This is an optimization exercise on Yosys and OpenROAD, whose aim is small area, a short achievable clock period and few clock cycles per item, not a production implementation. At most, simulation tests tie the RTL to the original design; equivalence was not proved.

Design FPU, start of the top module:
module FPU(
input [31:0] Data1,
input [31:0] Data2,
input Clock,
input Reset,
input In_Data_Valid,
input Op,
output reg [31:0] Data_Out,
output reg Out_Data_Valid
);
reg [31:0] a0, b0;
reg op0;
reg [2:0] vp;
always @(posedge Clock) begin
	a0 <= Data1;
	b0 <= Data2;
	op0 <= Op;
end
always @(posedge Clock)
if (Reset) begin
	vp <= 3'd0;
	Out_Data_Valid <= 1'b0;
end else begin
	vp <= {vp[1:0], In_Data_Valid};
	Out_Data_Valid <= vp[2];
end
wire s1 = a0[31];
wire s2 = b0[31];
wire [7:0] e1 = a0[30:23];
wire [7:0] e2 = b0[30:23];
wire [23:0] MA = {|e1, a0[22:0]};
wire [23:0] MB = {|e2, b0[22:0]};
wire addm = ~op0;
wire [47:0] t0, t1;
mul24 mul(.a(MA), .b(MB & {24{op0}}), .r0(t0), .r1(t1));
wire swap = b0[30:0] > a0[30:0];
wire ge = e1 >= e2;
wire [7:0] d = ge ? (e1 - e2) : (e2 - e1);
wire [7:0] eL = ge ? e1 : e2;
wire [23:0] ML = swap ? MB : MA;
wire [23:0] MS = swap ? MA : MB;
wire sub = addm & (s1 ^ s2);
wire [23:0] MSs = (op0 || d > 8'd23) ? 24'd0 : (MS >> d[4:0]);
wire [47:0] A0 = {1'b0, ML & {24{addm}}, sub, 22'd0};
wire [47:0] A1 = {sub, MSs ^ {24{sub}}, sub, 22'd0};
wire [9:0] expm = {2'b00, e1} + {2'b00, e2} - 10'd127;
  ...
==> flow/config.mk <==
export PLATFORM = sky130hd
export DESIGN_NAME = FPU
export DESIGN_NICKNAME = FPU
export VERILOG_FILES = /design/flow/design.v
export SDC_FILE = /design/flow/constraint.sdc
export NUM_CORES = 8
export LEC_CHECK = 0
export CAP_MARGIN = 20
export CORE_MARGIN = 2
export CORE_UTILIZATION = 55
export PLACE_DENSITY = 0.65
export SLEW_MARGIN = 20
export SYNTH_HIERARCHICAL = 1
export SYNTH_MINIMUM_KEEP_SIZE = 0
==> flow/constraint.sdc <==
create_clock -name core_clock -period 15.0 [get_ports {Clock}]
set_input_delay 3.0000 -clock core_clock [delete_from_list [all_inputs] [get_ports {Clock}]]
set_output_delay 3.0000 -clock core_clock [all_outputs]
set_load 0.01 [all_outputs]
standard.sh (not shown) runs the stock make flow with config.mk's settings and CLKGATE_MAP_FILE= SYNTH_SCRIPT=/design/flow/synth_recipe.tcl, a recipe that flattens the netlist after the stock synthesis.
==> flow/flow/run.sh <==
#!/bin/bash
set -euo pipefail
bash standard.sh SETUP_SLACK_MARGIN=11 finish > standard.log 2>&1
The starting point completed with no timing, DRC or antenna violations.
Next try:
==> flow/run.sh (new file) <==
#!/bin/bash
# synth_recipe.tcl (not shown) runs the flow's synth.tcl, then flattens the netlist and writes it again
# the make line also repeats each setting of config.mk as NAME=value (left out here)
make -C /OpenROAD-flow-scripts/flow DESIGN_CONFIG=/design/flow/config.mk WORK_HOME=/design/flow/orfs CLKGATE_MAP_FILE= SYNTH_SCRIPT=/design/flow/synth_recipe.tcl finish
removed: flow/flow/run.sh
removed: flow/standard.sh
Die area does not change.
Worst hold slack stays flat.
Setup slack got worse by 1200 ps.
Via count decreases by 6.4%.
No functional check of the RTL was part of any run of this note.


red:
FPU, a different RTL version from the one above (not shown whole).
Size: ~4600 cells after synthesis, roughly 160 flip-flops, roughly 100 I/O pins.
clock: 15.0 ns
lec_check: 0
abc_area: 1
cap_margin: 20
core_margin: 2
core_utilization: 40
place_density: 0.6
slew_margin: 20
run.sh (not shown) runs the stock make flow with config.mk's settings and CLKGATE_MAP_FILE= SYNTH_SCRIPT=/design/flow/synth_recipe.tcl, a recipe that flattens the netlist after the stock synthesis.
Stock flow here: none of the scripts above is used.
red ran to completion and came out clean on the timing, DRC and antenna checks.
Here is what was changed in the inputs of blue compared with red.
Settings: clearing ABC_AREA, which used to be 1.
==> flow/flow/run.sh (new file) <==
#!/bin/bash
set -euo pipefail
bash standard.sh SETUP_SLACK_MARGIN=9 finish > standard.log 2>&1
==> flow/standard.sh (new file) <==
#!/bin/bash
# synth_recipe.tcl (not shown) runs the flow's synth.tcl, then flattens the netlist and writes it again
# the make line also repeats each setting of config.mk as NAME=value (left out here)
make -C /OpenROAD-flow-scripts/flow DESIGN_CONFIG=/design/flow/config.mk WORK_HOME=/design/flow/orfs CLKGATE_MAP_FILE= SYNTH_SCRIPT=/design/flow/synth_recipe.tcl "${@:-finish}"
removed: flow/run.sh
==> comparison <==
On fraction of met3 tracks used by global routing: between blue and red, it ends up lower for red.
red vs blue, end point of the critical path: x1[47] vs x1[45]
[blue] total stage count of the critical path fell about 20% relative to red
Compare blue and red | maximum number of pins on one net before global-route repair higher: red
The standard cells in blue occupy more silicon area than those in red do.
Comparing red with blue, the number of design rule violations left after detail routing came out essentially unchanged.
Required time reported for the critical path endpoint: blue lower than red
blue finished every step from synthesis to the final layout, and the layout passed the timing, DRC and antenna checks.
blue vs. red: final cell utilization of the core went up 7.6 points; first-pass GRT wire length went up about 4%; count of fill cells added during filler insertion went down 15%.
What green does differently from blue at the input level:
==> flow/run.sh (new file) <==
#!/bin/bash
# synth_recipe.tcl (not shown) runs the flow's synth.tcl, then flattens the netlist and writes it again
# the make line also repeats each setting of config.mk as NAME=value (left out here)
make -C /OpenROAD-flow-scripts/flow DESIGN_CONFIG=/design/flow/config.mk WORK_HOME=/design/flow/orfs CLKGATE_MAP_FILE= SYNTH_SCRIPT=/design/flow/synth_recipe.tcl finish
removed: flow/flow/run.sh
removed: flow/standard.sh
Results
- Summary of green over blue: worst slack after detailed placement went up by 0.078 ns, net total in the final layout went down by 280.
- | worst hold slack | green vs blue | better |
- green: utilization 7.3 points below blue
- Compared with blue, number of placed cells counting well taps in green increased slightly.
- Cmp blue and green / total met2 wirelength after detailed routing / higher: blue
- Vias per cell: green lower than blue
- For green, the highest-delay cell along the critical path was sky130_fd_sc_hd__ha_2, unlike blue, where it was sky130_fd_sc_hd__mux4_2.
No run of this note included a check of the RTL's function; only the layout flow was run.


Another version of the RTL of FPU (not shown whole).
Size in the first run: roughly 3,000 cells after synthesis, about 320 flip-flops, roughly 100 I/O pins.
==> flow/config.mk <==
export PLATFORM = sky130hd
export DESIGN_NAME = FPU
export DESIGN_NICKNAME = FPU
export VERILOG_FILES = /design/flow/design.v
export SDC_FILE = /design/flow/constraint.sdc
export NUM_CORES = 8
export LEC_CHECK = 0
export CAP_MARGIN = 20
export CORE_MARGIN = 2
export CORE_UTILIZATION = 55
export CTS_CLUSTER_DIAMETER = 120
export CTS_CLUSTER_SIZE = 28
export PLACE_DENSITY = 0.65
export SLEW_MARGIN = 20
export SYNTH_HIERARCHICAL = 1
export SYNTH_MINIMUM_KEEP_SIZE = 0
export TNS_END_PERCENT = 5
==> flow/constraint.sdc <==
create_clock -name core_clock -period 15.0 [get_ports {Clock}]
set_input_delay 3.0000 -clock core_clock [delete_from_list [all_inputs] [get_ports {Clock}]]
set_output_delay 3.0000 -clock core_clock [all_outputs]
set_load 0.01 [all_outputs]
standard.sh (not shown) runs the stock make flow with config.mk's settings and CLKGATE_MAP_FILE= SYNTH_SCRIPT=/design/flow/synth_recipe.tcl, a recipe that flattens the netlist after the stock synthesis.
==> flow/flow/run.sh <==
#!/bin/bash
set -euo pipefail
bash standard.sh SETUP_SLACK_MARGIN=11.05 'BUFFER_PORTS_ARGS=-buffer_cell sky130_fd_sc_hd__buf_1' finish > standard.log 2>&1
Testbench counts at the start, summed over its fixed seeds: cycles 14,231, items 8,000.
==> next run, changes <==
==> flow/flow/run.sh (replaced) <==
#!/bin/bash
set -euo pipefail
bash standard.sh SETUP_SLACK_MARGIN=10.9 'BUFFER_PORTS_ARGS=-buffer_cell sky130_fd_sc_hd__buf_1' finish > standard.log 2>&1
CORE_UTILIZATION = 62   (was 55)
PLACE_DENSITY = 0.75   (was 0.65)
Result: Wire length decreases by 4.5%; worst setup slack degrades by 0.16 ns; die area decreases by 11%; synthesized cell count stays the same; design area decreases by 1.8%; via count increases by 0.83%; flip-flop and latch count stays the same; cell count decreases by 2.7%; maximum frequency decreases by 3.7%; first-iteration DRC count increases by 29%.


Setup of job 3332:
Another version of the RTL of FPU (not shown whole).
Size: about 340 flip-flops.
clock: 15.0 ns
lec_check: 0
cap_margin: 20
core_margin: 2
core_utilization: 62
cts_cluster_diameter: 120
cts_cluster_size: 28
place_density: 0.7
slew_margin: 20
synth_hierarchical: 1
synth_minimum_keep_size: 0
tns_end_percent: 5
==> flow/flow/run.sh <==
#!/bin/bash
set -euo pipefail
bash standard.sh SETUP_SLACK_MARGIN=11.0 'BUFFER_PORTS_ARGS=-buffer_cell sky130_fd_sc_hd__buf_1' finish > standard.log 2>&1
Job 3332 went all the way through synthesis, placement and routing and the layout is clean on timing, DRC and antenna.
[inputs] job 9147 vs job 3332
==> flow/flow/run.sh <==
#!/bin/bash
set -euo pipefail
bash standard.sh SETUP_SLACK_MARGIN=10.9 'BUFFER_PORTS_ARGS=-buffer_cell sky130_fd_sc_hd__buf_1' finish > standard.log 2>&1
### Flow results
On highest cell delay on the worst timing path, the lower figure sits with job 9147, not job 3332.
Diff job 3332 -> job 9147: starting density of the core stayed essentially flat, total length of routed met2 wires lost 2.6%, count of unresolved DRC violations after routing stayed essentially flat.
Compared to job 3332, the router laid down less metal wire for job 9147.
As far as maximum net fanout on the critical path goes, job 9147 and job 3332 are indistinguishable; the numbers are identical.
Count of clock-net buffers in the final layout was higher in the run labelled job 3332.
Function was not checked in any run of this note: the RTL went through the layout flow alone.


RTL: one of the versions met above, not the one the previous note started from.
Size: ~320 flip-flops, about 100 I/O pins.
Settings: LEC_CHECK=0, CAP_MARGIN=20, CORE_MARGIN=2, CORE_UTILIZATION=62, CTS_CLUSTER_DIAMETER=120, CTS_CLUSTER_SIZE=28, PLACE_DENSITY=0.7, SLEW_MARGIN=20, SYNTH_HIERARCHICAL=1, SYNTH_MINIMUM_KEEP_SIZE=0, TNS_END_PERCENT=5; clock period 15.0 ns.
==> flow/flow/run.sh <==
#!/bin/bash
set -euo pipefail
bash standard.sh SETUP_SLACK_MARGIN=10.85 'BUFFER_PORTS_ARGS=-buffer_cell sky130_fd_sc_hd__buf_1' finish > standard.log 2>&1
The baseline produced a clean layout.
Testbench counts at the start, summed over its fixed seeds: cycles 14,231, items 8,000.
Then changed:
==> flow/flow/run.sh (replaced) <==
#!/bin/bash
set -euo pipefail
bash standard.sh SETUP_SLACK_MARGIN=10.9 'BUFFER_PORTS_ARGS=-buffer_cell sky130_fd_sc_hd__buf_1' finish > standard.log 2>&1
Settings changed: CORE_UTILIZATION 62 to 55, PLACE_DENSITY 0.7 to 0.65.
The new run ran to the end with no violations.
Via count hardly moves.
Global-route usage came out lower by 3.1 points.
Synthesized cell count is unchanged.
Then changed:
Settings changed: CORE_UTILIZATION 55 to 62, PLACE_DENSITY 0.65 to 0.7, TNS_END_PERCENT 5 to 20.
The changed run completed without violations.
Critical path depth grows by 8.
Non-clock buffer count climbs by 14.
Count of clock-buffer cells in the layout goes up by 1.
Routed wire length is about the same.
Then changed:
==> flow/flow/run.sh (replaced) <==
#!/bin/bash
set -euo pipefail
bash standard.sh SETUP_SLACK_MARGIN=10.8 'BUFFER_PORTS_ARGS=-buffer_cell sky130_fd_sc_hd__buf_1' finish > standard.log 2>&1
Settings changed: TNS_END_PERCENT 20 to 5.
=> Routed wire length came out lower by a few percent. Hold slack improves by 11 ps. Synthesized cell count stays the same. Area after synthesis is unchanged. Design area shrinks by a few percent. Setup slack got worse by 88 ps.


Starting RTL as in the previous note.
Design FPU, start of the top module:
module FPU(
input [31:0] Data1,
input [31:0] Data2,
input Clock,
input Reset,
input In_Data_Valid,
input Op,
output reg [31:0] Data_Out,
output reg Out_Data_Valid
);
export LEC_CHECK = 0
export CAP_MARGIN = 20
export CORE_MARGIN = 2
export CORE_UTILIZATION = 55
export CTS_CLUSTER_DIAMETER = 120
export CTS_CLUSTER_SIZE = 28
export PLACE_DENSITY = 0.65
export SLEW_MARGIN = 20
export SYNTH_HIERARCHICAL = 1
export SYNTH_MINIMUM_KEEP_SIZE = 0
export TNS_END_PERCENT = 5
create_clock -name core_clock -period 15.0 [get_ports {Clock}]
==> flow/flow/run.sh <==
#!/bin/bash
set -euo pipefail
bash standard.sh SETUP_SLACK_MARGIN=10.9 REMOVE_ABC_BUFFERS=1 'BUFFER_PORTS_ARGS=-buffer_cell sky130_fd_sc_hd__buf_1' finish > standard.log 2>&1
Testbench counts at the start, summed over its fixed seeds: cycles 14,231, items 8,000.
Edit:
==> flow/flow/run.sh (replaced) <==
#!/bin/bash
set -euo pipefail
bash standard.sh SETUP_SLACK_MARGIN=10.6 'BUFFER_PORTS_ARGS=-buffer_cell sky130_fd_sc_hd__buf_1' finish > standard.log 2>&1
Effect:
- die area stays the same
- setup slack got worse by 270 ps
- register-to-register slack got worse by 270 ps
- global-route usage goes down by 1.4 points
- first-iteration DRC count goes down slightly
Edit:
==> flow/flow/run.sh (replaced) <==
#!/bin/bash
set -euo pipefail
bash standard.sh SETUP_SLACK_MARGIN=10.9 'BUFFER_PORTS_ARGS=-buffer_cell sky130_fd_sc_hd__buf_1' finish > standard.log 2>&1
--- a/flow/config.mk
+++ b/flow/config.mk
@@ -8,8 +8,8 @@
 export CAP_MARGIN = 20
 export CORE_MARGIN = 2
-export CORE_UTILIZATION = 55
-export CTS_CLUSTER_DIAMETER = 120
-export CTS_CLUSTER_SIZE = 28
-export PLACE_DENSITY = 0.65
+export CORE_UTILIZATION = 60
+export CTS_CLUSTER_DIAMETER = 110
+export CTS_CLUSTER_SIZE = 30
+export PLACE_DENSITY = 0.68
 export SLEW_MARGIN = 20
 export SYNTH_HIERARCHICAL = 1
Result:
- hold slack gets better by 4.6 ps
- sequential cell count does not change
- utilization climbs by 6.4 points
- global-route usage climbs by 2.4 points
- count of clock-buffer cells in the layout drops by 5
- worst setup slack gets better by 220 ps
Edit:
==> flow/flow/run.sh (replaced) <==
#!/bin/bash
set -euo pipefail
bash standard.sh SETUP_SLACK_MARGIN=11.0 'BUFFER_PORTS_ARGS=-buffer_cell sky130_fd_sc_hd__buf_1' finish > standard.log 2>&1
--- a/flow/config.mk
+++ b/flow/config.mk
@@ -8,8 +8,8 @@
 export CAP_MARGIN = 20
 export CORE_MARGIN = 2
-export CORE_UTILIZATION = 60
-export CTS_CLUSTER_DIAMETER = 110
-export CTS_CLUSTER_SIZE = 30
-export PLACE_DENSITY = 0.68
+export CORE_UTILIZATION = 62
+export CTS_CLUSTER_DIAMETER = 120
+export CTS_CLUSTER_SIZE = 28
+export PLACE_DENSITY = 0.7
 export SLEW_MARGIN = 20
 export SYNTH_HIERARCHICAL = 1
Result: Clock skew is higher by 21 ps; worst setup slack gains 120 ps; synthesized cell count stays the same; utilization is higher by 3.3 points; final cell count is higher slightly; routed wire length is higher slightly; via count is higher slightly.


Another version of the RTL of FPU (not shown whole).
For scale: ~330 flip-flops, roughly 30000 sq um of cells after synthesis.
==> flow/config.mk <==
export PLATFORM = sky130hd
export DESIGN_NAME = FPU
export DESIGN_NICKNAME = FPU
export VERILOG_FILES = /design/flow/design.v
export SDC_FILE = /design/flow/constraint.sdc
export NUM_CORES = 8
export LEC_CHECK = 0
export CAP_MARGIN = 20
export CORE_MARGIN = 2
export CORE_UTILIZATION = 55
export PLACE_DENSITY = 0.65
export SLEW_MARGIN = 20
export SYNTH_HIERARCHICAL = 1
export SYNTH_MINIMUM_KEEP_SIZE = 0
==> flow/constraint.sdc <==
create_clock -name core_clock -period 15.0 [get_ports {Clock}]
set_input_delay 3.0000 -clock core_clock [delete_from_list [all_inputs] [get_ports {Clock}]]
set_output_delay 3.0000 -clock core_clock [all_outputs]
set_load 0.01 [all_outputs]
==> flow/flow/run.sh <==
#!/bin/bash
set -euo pipefail
bash standard.sh SETUP_SLACK_MARGIN=11.2 finish > standard.log 2>&1
Next try:
==> flow/flow/run.sh (replaced) <==
#!/bin/bash
set -euo pipefail
bash standard.sh SETUP_SLACK_MARGIN=10.9 'BUFFER_PORTS_ARGS=-buffer_cell sky130_fd_sc_hd__buf_1' finish > standard.log 2>&1
CTS_BUF_LIST = sky130_fd_sc_hd__clkbuf_8   (was not set)
CTS_CLUSTER_SIZE = 24   (was not set)
TNS_END_PERCENT = 5   (was not set)
The changed run completed with no timing, DRC or antenna violations. Sequential share of layout area went up by 0.98 points.
Next try:
CTS_BUF_LIST = not set   (was sky130_fd_sc_hd__clkbuf_8)
CTS_CLUSTER_SIZE = not set   (was 24)
Effect: Setup slack is worse by 0.033 ns. Synthesized cell count stays the same. Global-route usage goes down by 0.33 points. Wire length goes up slightly. Utilization is about the same. Cell area stays flat. Clock-buffer cell count goes down by 30.
No functional check of the RTL was part of any run of this note.

[port drivers added, routing unchanged]
No port has a modelled driver above. Below, the same layouts with a new extraction and two added sets of constraints. Step 1 assumes that a clkbuf_16 drives the clock port and a buf_2 every other input. Step 2 also shifts input and output timing later by t, the mid clock arrival at the registers, as if the neighbouring blocks saw the same clock. Slacks: ideal / step 1 / step 2; pairs: ideal / step 1.
run	t, ns	slack for setup (ns)	hold WS [ns]	latest minus earliest clock arrival (ns)	slew at the worst register clock pin (ns)
the first run of note 1	0.613	10.110 / 10.110 / 10.110	0.326 / 0.326 / 0.326	0.026 / 0.026	0.07 / 0.07
the second run of note 1	0.613	8.947 / 8.947 / 8.947	0.327 / 0.327 / 0.327	0.021 / 0.021	0.07 / 0.07
red	0.556	5.665 / 5.665 / 5.665	0.404 / 0.404 / 0.404	0.029 / 0.029	0.09 / 0.09
blue	0.549	6.930 / 6.930 / 6.930	0.424 / 0.424 / 0.424	0.023 / 0.022	0.09 / 0.09
green	0.569	4.676 / 4.676 / 4.676	0.444 / 0.444 / 0.444	0.040 / 0.040	0.10 / 0.10
the first run of note 3	0.615	10.924 / 10.894 / 10.597	0.330 / 0.330 / 0.330	0.031 / 0.031	0.11 / 0.11
the second run of note 3	0.608	10.768 / 10.768 / 10.585	0.321 / 0.321 / 0.321	0.040 / 0.040	0.11 / 0.11
job 3332	0.613	10.843 / 10.843 / 10.747	0.325 / 0.325 / 0.325	0.028 / 0.028	0.12 / 0.12
job 9147	0.611	10.876 / 10.866 / 10.722	0.336 / 0.336 / 0.336	0.032 / 0.033	0.12 / 0.12
the first run of note 5	0.595	10.845 / 10.845 / 10.654	0.330 / 0.330 / 0.330	0.031 / 0.031	0.12 / 0.12
the second run of note 5	0.601	10.809 / 10.809 / 10.532	0.328 / 0.328 / 0.328	0.033 / 0.032	0.12 / 0.12
the third run of note 5	0.604	10.820 / 10.820 / 10.338	0.322 / 0.322 / 0.322	0.034 / 0.034	0.12 / 0.12
the fourth run of note 5	0.603	10.732 / 10.732 / 10.488	0.333 / 0.333 / 0.333	0.028 / 0.027	0.11 / 0.11
the first run of note 6	0.620	10.799 / 10.799 / 10.475	0.331 / 0.331 / 0.331	0.024 / 0.024	0.11 / 0.11
the second run of note 6	0.600	10.532 / 10.532 / 10.532	0.322 / 0.322 / 0.322	0.031 / 0.032	0.12 / 0.12
the third run of note 6	0.608	10.749 / 10.749 / 10.580	0.327 / 0.327 / 0.327	0.030 / 0.030	0.12 / 0.12
the fourth run of note 6	0.617	10.865 / 10.865 / 10.550	0.329 / 0.329 / 0.329	0.055 / 0.055	0.12 / 0.12
the first run of note 7	0.653	10.899 / 10.899 / 10.657	0.323 / 0.323 / 0.323	0.032 / 0.033	0.07 / 0.07
the second run of note 7	0.742	10.893 / 10.836 / 10.479	0.323 / 0.323 / 0.323	0.056 / 0.055	0.08 / 0.08
the third run of note 7	0.641	10.859 / 10.859 / 10.498	0.328 / 0.328 / 0.328	0.031 / 0.031	0.07 / 0.07
After both steps every run listed still meets setup and hold. For the third run of note 5, which loses most, drivers alone change the setup slack by 0.000 ns; drivers and shift together by -0.482 ns.
